This is an optimization exercise on Yosys and OpenROAD, whose aim is small area, not a production implementation.
The RTL was checked by simulation tests, not by an equivalence proof against the original design.
The flow treats the clock pin as an ideal source, which a real chip does not have.

==> run A <==
==> flow/design.v (excerpt) <==
module filt_ppd (
  input  wire               i_rst_an,    
  input  wire               i_ena,       
  input  wire               i_clk,       
  input  wire signed [5:0]  i_data,      
  output wire signed [27:0] o_data,      
  output wire               o_sclk       
);
export LEC_CHECK = 0
export CAP_MARGIN = 20
export CORE_MARGIN = 2
export CORE_UTILIZATION = 40
export SLEW_MARGIN = 20
export SYNTH_HIERARCHICAL = 1
export SYNTH_MINIMUM_KEEP_SIZE = 0
create_clock -name core_clock -period 25.0 [get_ports {i_clk}]
standard.sh (not shown) runs the stock make flow with config.mk's settings and CLKGATE_MAP_FILE= SYNTH_SCRIPT=/design/flow/synth_recipe.tcl, a recipe that flattens the netlist after the stock synthesis.
==> flow/flow/run.sh <==
#!/bin/bash
# Own layout flow: the standard synthesis, then an area re-mapping of the
# combinational logic between the registers and adder cells (registers, full
# and half adders are kept as they are, with their names), then the standard flow's
# standard layout with smaller port buffers and a clock tree without dummy loads.
# Each tool's full output goes to a log file of its own in this folder.
set -euo pipefail
W=$(pwd)
export PLATFORM_LIB=$FLOW_HOME/platforms/$FLOW_PLATFORM/lib/sky130_fd_sc_hd__tt_025C_1v80.lib
R=$W/orfs/results/$FLOW_PLATFORM/filt_ppd/base
L=$W/orfs/logs/$FLOW_PLATFORM/filt_ppd/base

# 1. standard synthesis
bash standard.sh synth > $W/log_1_synth.log 2>&1

# 2. re-map the combinational logic for area
cp $R/1_2_yosys.v $W/synth_standard.v
DONT_USE=$(grep -o -- '-dont_use [^ ]*' $L/1_2_yosys.log | sort -u | tr '\n' ' ')
export REOPT_IN=$W/synth_standard.v
export REOPT_OUT=$W/synth_reopt.v
export REOPT_DONT_USE="$DONT_USE"
export REOPT_SCRIPT=$W/flow/abc_area.script
yosys -c $W/flow/reopt.tcl > $W/log_2_reopt.log 2>&1
cp $W/synth_reopt.v $R/1_2_yosys.v
rm -f $R/1_synth.odb $R/1_synth.sdc

# 3. layout
bash standard.sh finish \
  "BUFFER_PORTS_ARGS=-buffer_cell sky130_fd_sc_hd__buf_1" \
  "CTS_ARGS=-sink_clustering_enable -repair_clock_nets -dont_use_dummy_load -buf_list sky130_fd_sc_hd__clkbuf_8 -sink_clustering_size 30 -sink_clustering_max_diameter 150" \
  > $W/log_3_layout.log 2>&1
==> flow/flow/abc_area.script <==
strash
&get -n
&deepsyn -T 30
&put
dch -f
amap
topo
==> flow/flow/reopt.tcl <==
# Re-map the combinational logic of the standard synthesis netlist for area.
# Registers, full and half adders stay as they are (blackboxes, same instance names).
yosys -import
set lib $::env(PLATFORM_LIB)
read_liberty -ignore_miss_func $lib
read_verilog $::env(REOPT_IN)
hierarchy -top $::env(FLOW_TOP)
setattr -mod -set blackbox 1 sky130_fd_sc_hd__fa_* sky130_fd_sc_hd__ha_* sky130_fd_sc_hd__df*
tee -o $::env(REOPT_OUT).before.stat stat -liberty $lib
flatten
yosys rename -hide w:*.*
hierarchy -top $::env(FLOW_TOP)
opt_clean -purge
abc -liberty $lib {*}$::env(REOPT_DONT_USE) -script $::env(REOPT_SCRIPT)
read_liberty -lib -ignore_redef $lib
setundef -zero
splitnets
opt_clean -purge
hilomap -singleton -hicell sky130_fd_sc_hd__conb_1 HI -locell sky130_fd_sc_hd__conb_1 LO
insbuf -buf sky130_fd_sc_hd__buf_1 A X
opt_clean -purge
check -assert
tee -o $::env(REOPT_OUT).after.stat stat -liberty $lib
write_verilog -noattr -nohex -nodec $::env(REOPT_OUT)
==> inputs of run Z, as changes to run A <==
==> flow/run.sh (new file) <==
#!/bin/bash
# synth_recipe.tcl (not shown) runs the flow's synth.tcl, then flattens the netlist and writes it again
# the make line also repeats each setting of config.mk as NAME=value (left out here)
make -C /OpenROAD-flow-scripts/flow DESIGN_CONFIG=/design/flow/config.mk WORK_HOME=/design/flow/orfs CLKGATE_MAP_FILE= SYNTH_SCRIPT=/design/flow/synth_recipe.tcl finish
removed: flow/flow/run.sh
removed: flow/flow/abc_area.script
removed: flow/flow/reopt.tcl
removed: flow/standard.sh
==> inputs of run F, as changes to run A <==
==> flow/flow/run.sh (replaced) <==
#!/bin/bash
# Own layout flow: the standard synthesis, then an area re-mapping of the
# combinational logic between the registers and adder cells (registers, full
# and half adders are kept as they are, with their names; adder cells with an
# unused output become the plain gate they reduce to), then the standard
# layout with smaller port buffers, a clock tree without dummy loads, and
# smaller leaf clock buffers where the clock slew allows.
# Each tool's full output goes to a log file of its own in this folder.
set -euo pipefail
W=$(pwd)
export PLATFORM_LIB=$FLOW_HOME/platforms/$FLOW_PLATFORM/lib/sky130_fd_sc_hd__tt_025C_1v80.lib
R=$W/orfs/results/$FLOW_PLATFORM/filt_ppd/base
L=$W/orfs/logs/$FLOW_PLATFORM/filt_ppd/base

# 1. standard synthesis
bash standard.sh synth > $W/log_1_synth.log 2>&1

# 2. re-map the combinational logic for area
cp $R/1_2_yosys.v $W/synth_standard.v
DONT_USE=$(grep -o -- '-dont_use [^ ]*' $L/1_2_yosys.log | sort -u | tr '\n' ' ')
python3 $W/flow/prep.py $W/synth_standard.v $W/synth_prep.v > $W/log_2_prep.log 2>&1
export REOPT_IN=$W/synth_prep.v
export REOPT_OUT=$W/synth_reopt.v
export REOPT_DONT_USE="$DONT_USE"
export REOPT_SCRIPT=$W/flow/abc_area.script
yosys -c $W/flow/reopt.tcl > $W/log_2_reopt.log 2>&1
cp $W/synth_reopt.v $R/1_2_yosys.v
rm -f $R/1_synth.odb $R/1_synth.sdc

# 3. layout up to the clock tree
ARGS=("BUFFER_PORTS_ARGS=-buffer_cell sky130_fd_sc_hd__buf_1"
      "CTS_ARGS=-sink_clustering_enable -repair_clock_nets -dont_use_dummy_load -buf_list sky130_fd_sc_hd__clkbuf_8 -sink_clustering_size 30 -sink_clustering_max_diameter 150")
bash standard.sh "${ARGS[@]}" cts > $W/log_3_layout_cts.log 2>&1

# 4. smaller leaf clock buffers where the clock pins they drive keep a low slew
RESULTS=$R CLK_SLEW_LIMIT=0.095 openroad -no_init -exit $W/flow/clk_resize.tcl > $W/log_4_clk_resize.log 2>&1

# 5. rest of the layout
bash standard.sh "${ARGS[@]}" finish > $W/log_5_layout.log 2>&1
==> flow/flow/clk_resize.tcl (new file) <==
# Downsize leaf clock buffers of the clock tree where the flip-flop clock pins
# they drive keep a small slew (placement parasitics), then save the database.
set r $::env(RESULTS)
read_db $r/4_cts.odb
read_liberty $::env(PLATFORM_LIB)
read_sdc $r/4_cts.sdc
source $::env(FLOW_HOME)/platforms/$::env(FLOW_PLATFORM)/setRC.tcl
set_propagated_clock [all_clocks]
set limit $::env(CLK_SLEW_LIMIT)
proc sink_slew {inst} {
  set mx 0
  set out [get_pins -of_objects [get_cells $inst] -filter "direction == output"]
  foreach p [get_pins -of_objects [get_nets -of_objects $out] -filter "direction == input"] {
    set s [get_property $p slew_max]
    if {$s > $mx} { set mx $s }
  }
  return $mx
}
estimate_parasitics -placement
foreach inst [get_cells clkbuf_*] {
  set name [get_full_name $inst]
  set old [get_property $inst ref_name]
  # leaves only: buffers that drive no other clock buffer
  set out [get_pins -of_objects $inst -filter "direction == output"]
  set drives_buf 0
  foreach p [get_pins -of_objects [get_nets -of_objects $out] -filter "direction == input"] {
    if {[string match "clkbuf_*" [get_full_name [get_cells -of_objects $p]]]} { set drives_buf 1 }
  }
  if {$drives_buf} { continue }
  foreach cand {sky130_fd_sc_hd__clkbuf_2 sky130_fd_sc_hd__clkbuf_4} {
    if {$cand == $old} { break }
    replace_cell $name $cand
    estimate_parasitics -placement
    set s [sink_slew $name]
    if {$s <= $limit} {
      puts "clk_resize: $name $old -> $cand (sink slew [format %.3f $s])"
      break
    }
    replace_cell $name $old
    estimate_parasitics -placement
  }
}
set mx 0
foreach p [get_pins -hierarchical */CLK*] { set s [get_property $p slew_max]; if {$s > $mx} {set mx $s} }
puts "clk_resize: max flip-flop clock slew [format %.3f $mx]"
write_db $r/4_cts.odb
==> flow/flow/prep.py (new file) <==
#!/usr/bin/env python3
"""Turn adder cells of the standard synthesis netlist that have an unused output
into the plain gate they reduce to, so that the re-mapping can optimise them:
half adder without SUM -> and2, half adder without COUT -> xor2,
full adder without SUM -> maj3, full adder without COUT -> xor3.
Usage: prep.py IN.v OUT.v"""
import re, sys
from collections import Counter

src = open(sys.argv[1]).read()
inst_re = re.compile(r'(sky130_fd_sc_hd__(?:ha|fa)_\d)\s+(\S+)\s*\((.*?)\);', re.S)
pin_re = re.compile(r'\.(\w+)\(\s*([^()]*?)\s*\)')

# every net reference: pin connections, assigns and port declarations
refs = Counter(n for _, n in pin_re.findall(src))
for m in re.finditer(r'^\s*(?:output|assign)\b(.*?);', src, re.S | re.M):
    for tok in re.findall(r'\\\S+|[A-Za-z_][\w$]*(?:\s*\[\d+\])?', m.group(1)):
        refs[tok.strip()] += 1
outputs = set()
for m in re.finditer(r'^\s*output\b(.*?);', src, re.S | re.M):
    outputs.update(t.strip() for t in re.findall(r'\\\S+|[A-Za-z_][\w$]*', m.group(1)))

changed = Counter()
def repl(m):
    typ, name, body = m.groups()
    pins = dict(pin_re.findall(body))
    used = lambda p: p in pins and pins[p] != '' and (refs[pins[p]] > 1 or pins[p] in outputs)
    ins = [pins[p] for p in ('A', 'B', 'CIN') if p in pins]
    if 'ha_' in typ:
        if not used('SUM') and used('COUT'):
            new, out = 'sky130_fd_sc_hd__and2_1', pins['COUT']
        elif not used('COUT') and used('SUM'):
            new, out = 'sky130_fd_sc_hd__xor2_1', pins['SUM']
        else:
            return m.group(0)
        conn = [f".A({ins[0]} )", f".B({ins[1]} )", f".X({out} )"]
    else:
        if not used('SUM') and used('COUT'):
            new, out, o = 'sky130_fd_sc_hd__maj3_1', pins['COUT'], 'X'
        elif not used('COUT') and used('SUM'):
            new, out, o = 'sky130_fd_sc_hd__xor3_1', pins['SUM'], 'X'
        else:
            return m.group(0)
        conn = [f".A({ins[0]} )", f".B({ins[1]} )", f".C({ins[2]} )", f".{o}({out} )"]
    changed[new] += 1
    return f"{new} {name} (\n    " + ",\n    ".join(conn) + "\n  );"

out = inst_re.sub(repl, src)
open(sys.argv[2], 'w').write(out)
print("prep:", dict(changed))
--- a/flow/config.mk
+++ b/flow/config.mk
@@ -6,8 +6,9 @@
 export NUM_CORES = 4
 export LEC_CHECK = 0
-export CAP_MARGIN = 20
+export CAP_MARGIN = 0
 export CORE_MARGIN = 2
 export CORE_UTILIZATION = 40
-export SLEW_MARGIN = 20
+export GPL_TIMING_DRIVEN = 0
+export SLEW_MARGIN = 0
 export SYNTH_HIERARCHICAL = 1
 export SYNTH_MINIMUM_KEEP_SIZE = 0
==> inputs of run E, as changes to run A <==
==> flow/flow/abc_area.script (replaced) <==
strash
dch -f
amap
topo
==> run notes <==
Cell area, lowest first: run F, run A, run E, run Z.
In flip-flop and latch count, run F and run A do not differ.
Via count, highest first: run E, run A, run Z, run F.
Against run A, the maximum frequency of run E is smaller by 2.7%.
In run Z the clock skew is lower than in run E, by 0.013 ns.

static timing again, ports no longer ideal:
Ports are ideal in the flow. The routed layouts listed here were re-timed in OpenROAD.
Step 1 (the two cells are an assumption about what drives the block):
set clk [get_ports {i_clk}]
set_driving_cell -lib_cell sky130_fd_sc_hd__clkbuf_16 $clk
set_driving_cell -lib_cell sky130_fd_sc_hd__buf_2 [delete_from_list [all_inputs] $clk]
Step 2 times the ports against the registers' clock, not the clock port: input delays grow and output delays shrink by t, the midpoint of the rising clock arrivals with the driver on.
a / b / c = ideal ports / drivers / drivers and shift; a / b = the first two.
| run | t (ns) | slack for setup (ns) | clock arrival spread, ns | worst register clock-pin slew, ns |
|---|---|---|---|---|
| run A | 0.408 | 9.123 / 9.139 / 8.731 | 0.017 / 0.018 | 0.07 / 0.07 |
| run Z | 0.385 | 9.630 / 9.648 / 9.263 | 0.005 / 0.004 | 0.06 / 0.06 |
| run F | 0.383 | 9.241 / 9.252 / 8.869 | 0.022 / 0.022 | 0.08 / 0.08 |
| run E | 0.395 | 8.678 / 8.691 / 8.297 | 0.017 / 0.017 | 0.07 / 0.07 |
After both steps every run listed still meets setup and hold. The setup slack of run A, which loses most, moves by +0.016 ns with the drivers and by -0.392 ns with both steps.
